Context: an optimization exercise on an open-source flow, tuned for small area and a short achievable clock period. The choices shown serve that exercise and are no tape-out recipe. At most, simulation tests tie the RTL to the original design; equivalence was not proved. Power is estimated from default activity; no workload was simulated.

Design floatingPointAdder, start of the top module:
module floatingPointAdder(input [31:0] in1, input [31:0] in2, input clk, input reset, output ResultSign1bit, output [7:0] ResultExponent8bits, output [24:0] ResultFraction25bits);
	wire [31:0] g0 = {1'b0, in2[30:0] & ~in1[30:0]};
	wire [31:0] e0 = {1'b1, ~(in2[30:0] ^ in1[30:0])};
	wire [15:0] g1, e1;
	wire [7:0]  g2, e2;
	wire [3:0]  g3, e3;
	wire [1:0]  g4, e4;
	genvar i;
	generate
		for (i = 0; i < 16; i = i + 1) begin : lv1
			assign g1[i] = g0[2*i+1] | (e0[2*i+1] & g0[2*i]);
			assign e1[i] = e0[2*i+1] & e0[2*i];
		end
		for (i = 0; i < 8; i = i + 1) begin : lv2
			assign g2[i] = g1[2*i+1] | (e1[2*i+1] & g1[2*i]);
			assign e2[i] = e1[2*i+1] & e1[2*i];
		end
		for (i = 0; i < 4; i = i + 1) begin : lv3
			assign g3[i] = g2[2*i+1] | (e2[2*i+1] & g2[2*i]);
			assign e3[i] = e2[2*i+1] & e2[2*i];
		end
		for (i = 0; i < 2; i = i + 1) begin : lv4
			assign g4[i] = g3[2*i+1] | (e3[2*i+1] & g3[2*i]);
			assign e4[i] = e3[2*i+1] & e3[2*i];
		end
	endgenerate
	wire        swap   = g4[1] | (e4[1] & g4[0]);       
  ...
==> flow/config.mk <==
export PLATFORM = sky130hd
export DESIGN_NAME = floatingPointAdder
export DESIGN_NICKNAME = floatingPointAdder
export VERILOG_FILES = /design/flow/design.v
export SDC_FILE = /design/flow/constraint.sdc
export NUM_CORES = 4
export LEC_CHECK = 0
export ABC_AREA = 1
export CAP_MARGIN = 20
export CORE_MARGIN = 2
export CORE_UTILIZATION = 40
export CTS_BUF_LIST = sky130_fd_sc_hd__clkbuf_4 sky130_fd_sc_hd__clkbuf_8
export SETUP_SLACK_MARGIN = 5
export SLEW_MARGIN = 20
==> flow/constraint.sdc <==
create_clock -name core_clock -period 11.0 [get_ports {clk}]
set_input_delay 2.2000 -clock core_clock [delete_from_list [all_inputs] [get_ports {clk}]]
set_output_delay 2.2000 -clock core_clock [all_outputs]
set_load 0.01 [all_outputs]
standard.sh (not shown) runs the stock make flow with config.mk's settings and CLKGATE_MAP_FILE= SYNTH_SCRIPT=/design/flow/synth_recipe.tcl, a recipe that flattens the netlist after the stock synthesis.
==> flow/flow/run.sh <==
#!/bin/bash
# Standard layout with two changes: synthesis maps the logic with the ABC script
# in flow/abc_area.script (area-oriented mapping, then gate sizing), and the
# ports get a plain buf_2 as their buffer.
set -e
rm -rf scripts_mod
cp -r "$FLOW_HOME/scripts" scripts_mod
cp flow/abc_area.script scripts_mod/abc_area.script
export BUFFER_PORTS_ARGS="-buffer_cell sky130_fd_sc_hd__buf_2"
SCRIPTS_DIR=$PWD/scripts_mod bash standard.sh synth > synth.log 2>&1
bash standard.sh > standard.log 2>&1
==> flow/flow/abc_area.script <==
strash
dch
map -D 3000
topo
stime -c
buffer -c
upsize -c -D 3000
dnsize -c -D 3000
Change:
==> flow/flow/abc_area.script (replaced) <==
strash
dch
map -D 2500
topo
stime -c
buffer -c
upsize -c -D 2500
dnsize -c -D 2500
Result: The new run went through all stages and came out clean; power is lower by about 1.2%; hold slack barely changes; wire length is lower by about 2.6%; critical path depth is lower by 4; worst setup slack improves by 0.059 ns; combinational power is higher by about 4.4%; synthesized area is higher by 1.4%; synthesized cell count is lower by about 1.3%; maximum frequency is higher by about 1%; cell area is higher by about 2.3%.
No run of this note included a check of the RTL's function; only the layout flow was run.

* * *

v34:
Another version of the RTL of floatingPointAdder (not shown whole).
Size: roughly 57 flip-flops, ~5100 µm² of cells after synthesis.
clock: 11.0 ns
lec_check: 0
abc_area: 1
cap_margin: 20
core_margin: 2
core_utilization: 70
cts_buf_list: sky130_fd_sc_hd__clkbuf_4 sky130_fd_sc_hd__clkbuf_8
place_density: 0.8
setup_slack_margin: 5
slew_margin: 20
==> flow/flow/run.sh <==
#!/bin/bash
# Standard layout with two changes: synthesis maps the logic with the ABC script
# in flow/abc_area.script (area-oriented mapping, then gate sizing), and the
# ports get a plain buf_2 as their buffer.
set -e
rm -rf scripts_mod
cp -r "$FLOW_HOME/scripts" scripts_mod
cp flow/abc_area.script scripts_mod/abc_area.script
export BUFFER_PORTS_ARGS="-buffer_cell sky130_fd_sc_hd__buf_2"
export CTS_ARGS="-sink_clustering_enable -repair_clock_nets -buf_list {sky130_fd_sc_hd__clkbuf_4 sky130_fd_sc_hd__clkbuf_8} -dont_use_dummy_load"
SCRIPTS_DIR=$PWD/scripts_mod bash standard.sh synth > synth.log 2>&1
bash standard.sh > standard.log 2>&1
==> flow/flow/abc_area.script <==
strash
dch
map -D 2500
topo
stime -c
buffer -c
upsize -c -D 2500
dnsize -c -D 2500
v34 did not stop at any stage, and its layout met the timing, DRC and antenna checks.
diff inputs: v34 => v10
==> flow/flow/abc_area.script <==
strash
dch
map -D 2000
topo
stime -c
buffer -c
upsize -c -D 2000
dnsize -c -D 2000
--- outcome ---
Of v34 and v10, v34 shows the higher count of non-CTS inverters in the layout, with v10 below it.
v10 finished end to end and its layout was clean on timing, DRC and antenna.
Compared with v34, instance count of the mapped netlist in v10 decreased slightly.
Looking at number of buffers other than clock buffers in the final layout, v10 sits 3.6% below v34.
Leading cell type in the layout, fill and taps excluded = o21ai_0: v34; leading cell type in the layout, fill and taps excluded = nand2_1: v10
[v10] compound-cell area share of the yosys netlist fell 0.52 points relative to v34
Input changes introduced in v11 (baseline for comparison: v10):
- changing PLACE_DENSITY from 0.8 to 0.9
- changing CORE_UTILIZATION from 70 to 85
==> flow/flow/abc_area.script <==
strash
dch
map -a
topo
stime -c
buffer -c
upsize -c
dnsize -c
### Flow results
- Status | v11 and v10 | clean except v11
- Going from v10 to v11, average instance area after synthesis dropped 0.50%; adder and majority cell fraction of the synthesized area decreased by 0.17 points relative to the old numbers; synthesized area +about 1.6%; synthesized cell count climbed 2.1%.
## Diff of input files: v15 against v11
- a change of PLACE_DENSITY from 0.9 to 0.8
- a change of CORE_UTILIZATION from 85 to 70
Results
v15: flow completed, timing, DRC and antenna clean
Comparing v15 against v11, there is no change at all in share of synthesized area occupied by flip-flops and latches.
What v11 reported for number of rows created at floorplan has to be multiplied by 1.11 to get the figure for v15.
From v11 to v15, mux cell area share after synthesis did not move at all.
Re number of buffers inserted by port buffering: no difference whatsoever between v15 and v11.
v15 vs. v11: x dimension of the die rose by 9.7%, synthesized netlist cell count neither gained nor lost much, share of async-settable or async-resettable flops after synthesis saw little to no change.
Against v11, v15 reports a initial cell density of the core that is lower.
In v15, die boundary height is higher than in v11.

* * *

floatingPointAdder, a different RTL version from the one above (not shown whole).
Size: about 57 flip-flops, about 5900 sq um of cells after synthesis.
Settings: LEC_CHECK=0, ABC_AREA=1, CAP_MARGIN=20, CORE_MARGIN=2, CORE_UTILIZATION=70, CTS_BUF_LIST=sky130_fd_sc_hd__clkbuf_4 sky130_fd_sc_hd__clkbuf_8, PLACE_DENSITY=0.8, SETUP_SLACK_MARGIN=5, SLEW_MARGIN=20, SYNTH_HIERARCHICAL=1, SYNTH_MINIMUM_KEEP_SIZE=0; clock period 11.0 ns.
==> flow/flow/run.sh <==
#!/bin/bash
# Standard layout with two changes: synthesis maps the logic with the ABC script
# in flow/abc_area.script (area-oriented mapping, then gate sizing), and the
# ports get a plain buf_2 as their buffer.
set -e
rm -rf scripts_mod
cp -r "$FLOW_HOME/scripts" scripts_mod
cp flow/abc_area.script scripts_mod/abc_area.script
export BUFFER_PORTS_ARGS="-buffer_cell sky130_fd_sc_hd__buf_2"
SCRIPTS_DIR=$PWD/scripts_mod bash standard.sh synth > synth.log 2>&1
bash standard.sh > standard.log 2>&1
==> flow/flow/abc_area.script <==
strash
dch
map -a
topo
stime -c
buffer -c
upsize -c
dnsize -c
==> next run, changes <==
--- a/flow/flow/run.sh
+++ b/flow/flow/run.sh
@@ -9,2 +9,4 @@
 export BUFFER_PORTS_ARGS="-buffer_cell sky130_fd_sc_hd__buf_2"
+export SETUP_SLACK_MARGIN=5.5
+export SETUP_MOVE_SEQUENCE=unbuffer,sizeup,swap
 SCRIPTS_DIR=$PWD/scripts_mod bash standard.sh synth > synth.log 2>&1
CORE_UTILIZATION = 40   (was 70)
PLACE_DENSITY = unset   (was 0.8)
SETUP_SLACK_MARGIN = unset   (was 5)
SYNTH_HIERARCHICAL = unset   (was 1)
SYNTH_MINIMUM_KEEP_SIZE = unset   (was 0)
After rerunning: Setup slack improved by 0.20 ns. Final area is higher by 4.7%. Combinational power is higher by 4.1%. Fmax is higher by 3.6%.
==> next run, changes <==
--- a/flow/flow/run.sh
+++ b/flow/flow/run.sh
@@ -9,4 +9,3 @@
 export BUFFER_PORTS_ARGS="-buffer_cell sky130_fd_sc_hd__buf_2"
-export SETUP_SLACK_MARGIN=5.5
-export SETUP_MOVE_SEQUENCE=unbuffer,sizeup,swap
+export SETUP_SLACK_MARGIN=6
 SCRIPTS_DIR=$PWD/scripts_mod bash standard.sh synth > synth.log 2>&1
Effect:
- sequential power barely changes
- setup slack loses 0.082 ns
- wire length is higher by 33%
- final area goes up by 25%
- die area stays the same
- clock-buffer cell count is unchanged
- utilization went up by 13 points
- area after synthesis does not change
- fmax shrinks by 1.5%
- via count rose by about 18%
- global-route usage went up by 4.5 points
==> next run, changes <==
--- a/flow/flow/run.sh
+++ b/flow/flow/run.sh
@@ -9,3 +9,2 @@
 export BUFFER_PORTS_ARGS="-buffer_cell sky130_fd_sc_hd__buf_2"
-export SETUP_SLACK_MARGIN=6
 SCRIPTS_DIR=$PWD/scripts_mod bash standard.sh synth > synth.log 2>&1
CORE_UTILIZATION = 70   (was 40)
CTS_BUF_LIST = sky130_fd_sc_hd__clkbuf_8   (was sky130_fd_sc_hd__clkbuf_4 sky130_fd_sc_hd__clkbuf_8)
CTS_CLUSTER_DIAMETER = 100   (was unset)
CTS_CLUSTER_SIZE = 30   (was unset)
PLACE_DENSITY = 0.8   (was unset)
SETUP_SLACK_MARGIN = 5   (was unset)
After rerunning:
- The new run completed without violations
- global-route usage rises by 11 points
- worst setup slack degrades by 0.21 ns
- clock power falls by about a fifth
==> next run, changes <==
==> flow/flow/abc_area.script (replaced) <==
strash
dch
map -D 2500
topo
stime -c
buffer -c
upsize -c -D 2500
dnsize -c -D 2500
CTS_BUF_LIST = sky130_fd_sc_hd__clkbuf_4 sky130_fd_sc_hd__clkbuf_8   (was sky130_fd_sc_hd__clkbuf_8)
CTS_CLUSTER_DIAMETER = unset   (was 100)
CTS_CLUSTER_SIZE = unset   (was 30)
The new run completed with no timing, DRC or antenna violations.
Wire length fell slightly.
Total power rose by a few percent.
Core utilization rose by 0.31 points.
Via count fell slightly.
Sequential share of layout area barely changes.
Non-clock buffer count fell by 1.
==> next run, changes <==
--- a/flow/flow/run.sh
+++ b/flow/flow/run.sh
@@ -9,2 +9,3 @@
 export BUFFER_PORTS_ARGS="-buffer_cell sky130_fd_sc_hd__buf_2"
+export CTS_ARGS="-sink_clustering_enable -repair_clock_nets -buf_list {sky130_fd_sc_hd__clkbuf_4 sky130_fd_sc_hd__clkbuf_8} -dont_use_dummy_load"
 SCRIPTS_DIR=$PWD/scripts_mod bash standard.sh synth > synth.log 2>&1
==> flow/flow/abc_area.script (replaced) <==
strash
dch
map -a
topo
stime -c
buffer -c
upsize -c
dnsize -c
Worst setup slack improves by 0.072 ns. Global-route usage rose by 0.30 points. Clock power falls by 40%. Via count goes up by 0.51%. Count of clock-buffer cells in the layout came out lower by 2. Non-clock buffer count went up by 1.
No run of this note included a check of the RTL's function; only the layout flow was run.

==> separate check: timing with driven ports <==
In the flow no input, the clock included, has a driving cell. The finished layouts below were timed again as built, in two steps.
Step 1 (the two cells are an assumption about what drives the block):
set clk [get_ports {clk}]
set_driving_cell -lib_cell sky130_fd_sc_hd__clkbuf_16 $clk
set_driving_cell -lib_cell sky130_fd_sc_hd__buf_2 [delete_from_list [all_inputs] $clk]
Step 2 also shifts input and output timing later by t, the mid clock arrival at the registers, as if the neighbouring blocks saw the same clock.
Slacks: no drivers / after step 1 / after step 2; pairs: no drivers / after step 1.
| run | shift t [ns] | slack for setup (ns) | worst setup path at the end | cell pins on the clock port's net |
|---|---|---|---|---|
| the first run of note 1 | 0.373 | 5.193 / 5.161 / 4.936 | input to register | 1 |
| the second run of note 1 | 0.386 | 5.252 / 5.218 / 5.023 | input to register | 1 |
| v34 | 0.352 | 5.153 / 5.160 / 4.807 | input to register | 1 |
| v10 | 0.364 | 5.285 / 5.299 / 4.935 | input to register | 1 |
| v15 | 0.366 | 5.145 / 5.112 / 5.079 | input to register | 1 |
| the first run of note 3 | 0.367 | 5.376 / 5.382 / 5.015 | input to register | 1 |
| the second run of note 3 | 0.391 | 5.571 / 5.536 / 5.246 | input to register | 1 |
| the third run of note 3 | 0.398 | 5.489 / 5.453 / 5.450 | input to register | 1 |
| the fourth run of note 3 | 0.382 | 5.278 / 5.246 / 4.969 | input to register | 1 |
| the fifth run of note 3 | 0.366 | 5.201 / 5.170 / 4.936 | input to register | 1 |
| the sixth run of note 3 | 0.358 | 5.274 / 5.256 / 4.926 | input to register | 1 |
After both steps setup and hold are still met in every run listed. The setup slack of the first run of note 3, which loses most, moves by +0.006 ns with the drivers and by -0.361 ns with both steps.
